From an optimization exercise on the open Yosys and OpenROAD flow, aimed at small area, a short achievable clock period and few clock cycles per item; shortcuts taken in it are not production practice.
Function was checked by simulation only, so behaviour that the tests miss may differ from the original.
Power is estimated from default activity; no workload was simulated.

==> flow/design.v <==
`timescale 1ns / 1ps
module axilite(
    input clk, reset, trigger, ARREADY, RVALID, AWREADY, WREADY, BVALID,
    input[4:0] length,
    input[31:0] source_address, destination_address, RDATA,
    output reg done, ARVALID, RREADY, AWVALID, WVALID, BREADY,
    output reg[31:0] ARADDR, AWADDR, WDATA,
    output reg[4:0] r_count, w_count);
    parameter READ_NONE=3'b000,
              READ_ADDR=3'b001,
              READ_DATA=3'b010,
              READ_STORE=3'b011,
              READ_DONE=3'b100;
    parameter WRITE_NONE=3'b000,          
              WRITE_ADDR=3'b001,
              WRITE_DATA=3'b010,
              WRITE_VALID=3'b011,
              WRITE_DONE=3'b100;
    reg [2:0] r_state, w_state;
    reg fifo_rd;
    reg aw_sent, w_sent;
    wire fifo_wr;
    wire fifo_full, fifo_empty;
    wire [31:0] fifo_data;
    wire start;
    wire [4:0] words;
    assign start = trigger && (w_state==WRITE_NONE);
    assign words = {2'b00, length[4:2]};
    assign fifo_wr = (r_state==READ_DATA) && RREADY && RVALID;
    FIFO fifom(.clk(clk), .reset(reset), .FIFO_RD(fifo_rd), .FIFO_WR(fifo_wr), .RDATA(RDATA), .FIFO_EMPTY(fifo_empty), .FIFO_FULL(fifo_full),
                .DATA_OUT(fifo_data));
    always @(posedge clk) begin
        if(reset) begin
            r_state<= READ_NONE;
            ARVALID<=0;
            RREADY<=0;
            r_count<= 0;
         end
         else begin
            case(r_state)
            READ_NONE: begin
                       if(start) begin
                        ARADDR<= source_address;
                        r_count<= words;
                        if(words!=0) begin
                         ARVALID<=1;
                         r_state<= READ_ADDR; end
                        end
                       end
            READ_ADDR: begin
                       if(ARREADY) begin
                       ARVALID<=0;
                       RREADY<=!fifo_full;
                       r_state<= READ_DATA; end
                       end 
            READ_DATA: begin
                       if(!RREADY)
                        RREADY<=!fifo_full;
                       else if(RVALID) begin
                        RREADY<=0;
                        r_count<=r_count-1;
                        r_state<= READ_STORE; end
                       end 
            READ_STORE: begin
                         r_state<=READ_DONE;
                        end
            READ_DONE: begin
                       if(r_count==0)
                        r_state<=READ_NONE;
                       else begin
                        ARADDR<=ARADDR+4; 
                        ARVALID<=1;
                        r_state<=READ_ADDR; end
                       end
            default:   r_state<=READ_NONE;
            endcase
        end
   end 
   always @(posedge clk) begin
           if(reset) begin
            w_state<= WRITE_NONE;
            AWVALID<=0;
            WVALID<=0;
            BREADY<=0;
            fifo_rd<=0;
            aw_sent<=0;
            w_sent<=0;
            done<=0;
            w_count<= 0;
           end
           else begin 
            fifo_rd<=0;
            case(w_state)
            WRITE_NONE: begin
                         if(start) begin
                          AWADDR<=destination_address;
                          w_count<=words;
                          done<=(words==0);
                          if(words!=0)
                           w_state<=WRITE_ADDR;
                          end
                         end
            WRITE_ADDR: begin
                         if(!fifo_empty) begin 
                          fifo_rd<=1; 
                          w_state<=WRITE_VALID; end
                         end
            WRITE_VALID: begin
                         if(!fifo_rd) begin
                          WDATA<=fifo_data;
                          AWVALID<=1;
                          WVALID<=1;
                          aw_sent<=0;
                          w_sent<=0;
                          w_state<=WRITE_DATA; end
                         end
            WRITE_DATA: begin
                         if(AWREADY && AWVALID) begin
                          AWVALID<=0;
                          aw_sent<=1;
                         end
                         if(WREADY && WVALID) begin
                          WVALID<=0;
                          w_sent<=1;
                         end
                         if((aw_sent || (AWREADY && AWVALID)) && (w_sent || (WREADY && WVALID))) begin
                          BREADY<=1;
                          w_state<=WRITE_DONE; end
                        end
            WRITE_DONE: begin
                         if(BVALID) begin
                          BREADY<=0;
                          w_count<=w_count-1;
                          if(w_count==1) begin
                           done<=1;
                           w_state<=WRITE_NONE; end
                          else begin
                           AWADDR<=AWADDR+4;
                           w_state<=WRITE_ADDR; end
                          end
                        end
            default:    w_state<=WRITE_NONE;
            endcase
      end
     end
endmodule
module FIFO(
    input clk, reset, FIFO_RD, FIFO_WR,
    input [31:0] RDATA,
    output FIFO_EMPTY, FIFO_FULL,
    output reg[31:0] DATA_OUT);
    reg[4:0] fifo_depth;
    reg[31:0] fifo_mem[0:15];
    reg[3:0] n,m;
    integer i;
    assign FIFO_EMPTY = (fifo_depth==0);
    assign FIFO_FULL = (fifo_depth==16);
    always @(posedge clk) begin
    if(reset) begin
                n<=0;
                m<=0;
                fifo_depth<=0;
                DATA_OUT<=0;
                for (i=0; i<16; i=i+1) begin
                fifo_mem[i]<=0; 
                end
               end
    else begin
            if(!FIFO_FULL && FIFO_WR)
                begin
                    fifo_mem[n]<=RDATA;
                    n<=(n==15)? 0:n+1;
                end
            if( !FIFO_EMPTY && FIFO_RD )
                begin
                    DATA_OUT<=fifo_mem[m];
                    m<=(m==15)? 0:m+1;
                end
            fifo_depth<=fifo_depth+(!FIFO_FULL && FIFO_WR)-(!FIFO_EMPTY && FIFO_RD);
          end
     end 
endmodule
==> flow/run.sh <==
#!/bin/bash
# synth_recipe.tcl (not shown) runs the flow's synth.tcl, then flattens the netlist and writes it again
# the make line also repeats each setting of config.mk as NAME=value (left out here)
make -C /OpenROAD-flow-scripts/flow DESIGN_CONFIG=/design/flow/config.mk WORK_HOME=/design/flow/orfs CLKGATE_MAP_FILE= SYNTH_SCRIPT=/design/flow/synth_recipe.tcl finish
==> flow/config.mk <==
export PLATFORM = sky130hd
export DESIGN_NAME = axilite
export DESIGN_NICKNAME = axilite
export VERILOG_FILES = /design/flow/design.v
export SDC_FILE = /design/flow/constraint.sdc
export NUM_CORES = 4
export LEC_CHECK = 0
export CAP_MARGIN = 20
export CORE_MARGIN = 2
export CORE_UTILIZATION = 40
export SLEW_MARGIN = 20
==> flow/constraint.sdc <==
create_clock -name core_clock -period 4.0 [get_ports {clk}]
set_input_delay 0.8000 -clock core_clock [delete_from_list [all_inputs] [get_ports {clk}]]
set_output_delay 0.8000 -clock core_clock [all_outputs]
set_load 0.01 [all_outputs]
==> reports/metrics.csv <==
stage,metric,value,unit
setup_path,Crit. End Element,flop,
clocking,CTS tree,done,
power,VDD IR max,0.000309,V
synthesis,Post-synth ARST share,0,%
setup_path,Crit Path Max Fanout,9,
detailed_routing,initial DRC count,1374,
sta,max-slew violation count,0,
die,row count,101,
grt,vias in the first global route,18700,
synthesis,"Avg Cell Area, Syn",14.4,sq um
sta,Worst slew margin,35.5,%
clocking,Post-CTS Hold Fix Bufs,0,
cells_and_area,Final nets,2472,
clocking,"CTS clk-pin slew, worst paths",0.06,ns
sta,clock skew,0.0260,ns
placement,pre-CTS setup slack,0.742,ns
sta,Fmax,349,MHz
grt,gr busiest metal,met2,
placement,post-DP HPWL,47700,um
grt,first-pass GRT wire length,119000,um
detailed_routing,via count,18200,
die,Die Area,0.0790,sq mm
synthesis,Synth warnings,2,
sta,Setup WS post-layout,1.13,ns
grt,met2 Usage GRT,34.9,%
synthesis,Synth Instances,2135,
synthesis,Most used DFF post-synth,edfxtp_1,
placement,gpl congestion,0.841,
cells_and_area,Area Overhead vs Synth,19.8,%
grt,initial antenna violation count,3,
power,Power per Cell Area,455,mW/mm^2
run,Max Cap Viol,0,
clocking,Worst-Skew Late Latency,0.63,ns
setup_path,WP buf/inv,3,
setup_path,Crit-path slowest cell,fa_1,
setup_path,worst stage delay on the critical path,0.45,ns
detailed_routing,Routed WL per cell,23.1,um
detailed_routing,Initial DRT Pass Iterations,5,
sta,"Setup violations, final",0,
synthesis,post-synthesis adder-cell area fraction,0.757,%
sta,slew of the pin with the lowest slew margin,0.965,ns
clocking,Max clock buf depth,3,
grt,gr usage total,20.4,%
synthesis,synthesized area,0.0307,sq mm
grt,met1 usage,26.6,%
sta,final hold vios,0,
clocking,CTS Sinks,678,
setup_path,WP data arrival,3.34,ns
clocking,Post-CTS Setup Inserts,0,
die,Initial Util,40.5,%
die,Die Ht,281,um
detailed_routing,routed vias/inst,5.30,
synthesis,#FFs+latches synth,678,
worst_hold_path,Hold Crit Class,reg -> reg,
sta,Hold WS,0.431,ns
synthesis,main combinational cell family by area after synthesis,simple AND/OR/NAND/NOR gates,
setup_path,Worst setup SP type,flop,
sta,Tmin final,2.87,ns
synthesis,sequential fraction of the synthesis area,64.0,%
synthesis,post-synthesis simple-gate area fraction,16.3,%
status,status,finished clean,
clocking,cts bufs inserted,75,
grt,largest net degree at the start of global routing,68,
synthesis,"EDFF count, synth",608,
sta,RSZ-0062 raised after global routing,no,
clocking,CTS root buffer,clkbuf_16,
synthesis,Compound-Gate Fraction of Synth Area,3.54,%
synthesis,post-synthesis mux area share,10.9,%
sta,Final TNS setup,0,ns
power,Design Power,16.8,mW
setup_path,register-to-register setup slack,1.13,ns
detailed_routing,Routed WL,79300,um
die,Die Wd,281,um
die,number of top-level pins,221,
setup_path,"Req. time, crit path",4.48,ns
grt,gr ovfl total,0,
setup_path,crit-path cells,"inv_1, ha_1, nor4b_2, nor2b_1, buf_4, ha_1, inv_1, ha_1, fa_1, a21oi_1, nor2_1, nor2_1, xnor2_1, nor2_1",
synthesis,post-synthesis xor/xnor area fraction,1.88,%
grt,met3 Track Usage GR,2.72,%
power,static leakage,12.9,nW
sta,final worst-path cycle share,71.7,%
die,core region area,0.0759,sq mm
detailed_routing,DR DRC count,0,
setup_path,worst setup path class,reg -> reg,
placement,count of buffers from port buffering,218,
clocking,PostCTS Resize Cnt,0,
detailed_routing,Final ANT Viol Nets,0,
synthesis,Synthesized Nets,2262,
clocking,depth of the CTS H-tree,3,
setup_path,"delay-heaviest family, CP",adder cells,
synthesis,Yosys cell types,67,
cells_and_area,layout cells sized above 1,16.8,%
## final cells by class
type | instances | area (sq um)
Sequential cell | 678 | 19700
Inverter | 23 | 86.3
Fill cell | 6501 | 39100
Multi-Input combinational cell | 1274 | 10300
Clock inverter | 32 | 412
Antenna cell | 2 | 5.00
Timing Repair Buffer | 293 | 2900
Tap cell | 1030 | 1290
Clock buffer | 107 | 2120
## Yosys cell counts, types with 6 or more instances
master    number  area (sq um)
nand3_1       26           130
edfxtp_1     608         18300
nand2b_1      12          75.1
nand2_1      116           435
xor2_1        32           280
a22oi_1       64           480
a21oi_1       22           110
and3_1        11          68.8
ha_1          17           213
mux2_2        35           394
and4_1        10          87.6
inv_1         23          86.3
and2_1       517          3230
dfxtp_1       70          1400
nor2_1        55           206
clkbuf_1      90           338
o21ai_1       10          50.1
nor2b_1        6          37.5
xnor2_1       34           298
nor3_1        28           140
buf_2         26           130
o21ai_0       57           285
mux4_2       127          2860
or2_2         17           106
clkbuf_2      30           150
mux2i_1        7          70.1
nand4_1       14          87.6
nor2_4         7          78.8
## sequential cells by signal, indices dropped and copies added, names as in the netlist, 3 cells and up
register,count
fifom.n,4
fifom.DATA_OUT,32
w_state,3
fifom.fifo_depth,5
r_state,3
fifom.m,4
fifom.fifo_mem,512
r_count,5
ARADDR,32
WDATA,32
AWADDR,32
w_count,5
## placed cells by master, fill, tap and decap left out, types with 3 or more instances in the layout
| master | netlist | layout |
|---|---|---|
| edfxtp_1 | 608 | 608 |
| xor2_1 | 32 | 32 |
| and3_1 | 11 | 11 |
| clkinv_1 | 0 | 7 |
| clkbuf_16 | 0 | 75 |
| bufinv_16 | 0 | 7 |
| xnor2_1 | 34 | 34 |
| mux4_2 | 127 | 127 |
| nor2_1 | 55 | 45 |
| mux2i_1 | 7 | 7 |
| nand2_1 | 116 | 116 |
| clkinv_8 | 0 | 3 |
| clkinv_2 | 0 | 10 |
| a21oi_1 | 22 | 22 |
| nand2b_1 | 12 | 12 |
| inv_1 | 23 | 23 |
| nand4_1 | 14 | 14 |
| or2_2 | 17 | 17 |
| nand3_1 | 26 | 26 |
| clkdlybuf4s50_1 | 0 | 217 |
| nor2_4 | 7 | 9 |
| nor2b_1 | 6 | 6 |
| buf_4 | 3 | 62 |
| clkbuf_8 | 0 | 12 |
| clkbuf_1 | 90 | 20 |
| nor2_2 | 1 | 9 |
| a22oi_1 | 64 | 64 |
| nor3_1 | 28 | 27 |
| and4_1 | 10 | 10 |
| mux2_2 | 35 | 35 |
| ha_1 | 17 | 17 |
| a31oi_1 | 3 | 3 |
| nor4_1 | 4 | 3 |
| o21ai_0 | 57 | 57 |
| o21ai_1 | 10 | 10 |
| nor4_4 | 2 | 3 |
| dfxtp_1 | 70 | 67 |
| and2_1 | 517 | 517 |
| buf_12 | 0 | 13 |
| a211oi_1 | 5 | 5 |
## kinds of logic after synthesis
logic type               Yosys count
AO/OA/AOI/OAI                    174
XOR/XNOR                          66
AND/OR/NAND/NOR                  846
buffers and inverters            183
adder cells (fa/ha/maj)           18
multiplexers                     170
flip-flops                       678
## per-stage QoR
stage	util, %	instances	cell area, sq um
4_1_cts	48.5	3437	36800
2_1_floorplan	-	2135	30700
3_5_place_dp	45.1	3298	34300
6_report	48.5	3439	36800
3_3_place_gp	45.1	3298	34300
5_1_grt	48.5	3439	36800
## layer usage
layer	up-vias	part of all wire, %
li1	8248	-
met1	9383	42
met2	485	50
met3	126	5.0
met4	0	2.9
met5	-	0
## where the power goes
group	internal, mW	switching [mW]	total [mW]	leakage [nW]
registers	8.08	0.219	8.30	6.53
clock network	4.18	2.89	7.07	1.24
logic	0.641	0.744	1.39	5.13
## path summary, 6_finish.rpt
kind,start,endpoint,depth (start not counted)
max reg2reg,fifom.fifo_depth[2]$_SDFF_PP0_,fifom.fifo_depth[4]$_SDFF_PP0_,14
min reg2reg,fifom.DATA_OUT[31]$_SDFFE_PP0P_,WDATA[31]$_DFFE_PP_,0
min,fifom.DATA_OUT[31]$_SDFFE_PP0P_,WDATA[31]$_DFFE_PP_,0
max,fifom.fifo_depth[2]$_SDFF_PP0_,fifom.fifo_depth[4]$_SDFF_PP0_,14
Testbench counts, summed over its fixed seeds: cycles 9,027, words 1,011.

[what the ideal ports hide]
The flow's constraints put no driver on any port. The routed layout listed below was extracted and timed again, unchanged, in two steps. Step 1, drivers: a clkbuf_16 drives clk and a buf_2 each remaining input, both assumed. Step 2, shift: input delay + t, output delay - t, t = (earliest + latest rising clock arrival at the registers) / 2. This alone moves slack from input paths to output paths. Three values: ideal ports, drivers, drivers and shift; two values: the first two.
shift t [ns]: 0.680
slack for setup (ns): 1.132 / 1.132 / 0.657
worst setup path after step 2: input to register
slew at the worst register clock pin (ns): 0.06 / 0.06
worst data-port slew with drivers (ns): 0.09
After both steps this run still meets setup and hold. The setup slack of this run moves by 0.000 ns with the drivers and by -0.475 ns with both steps.
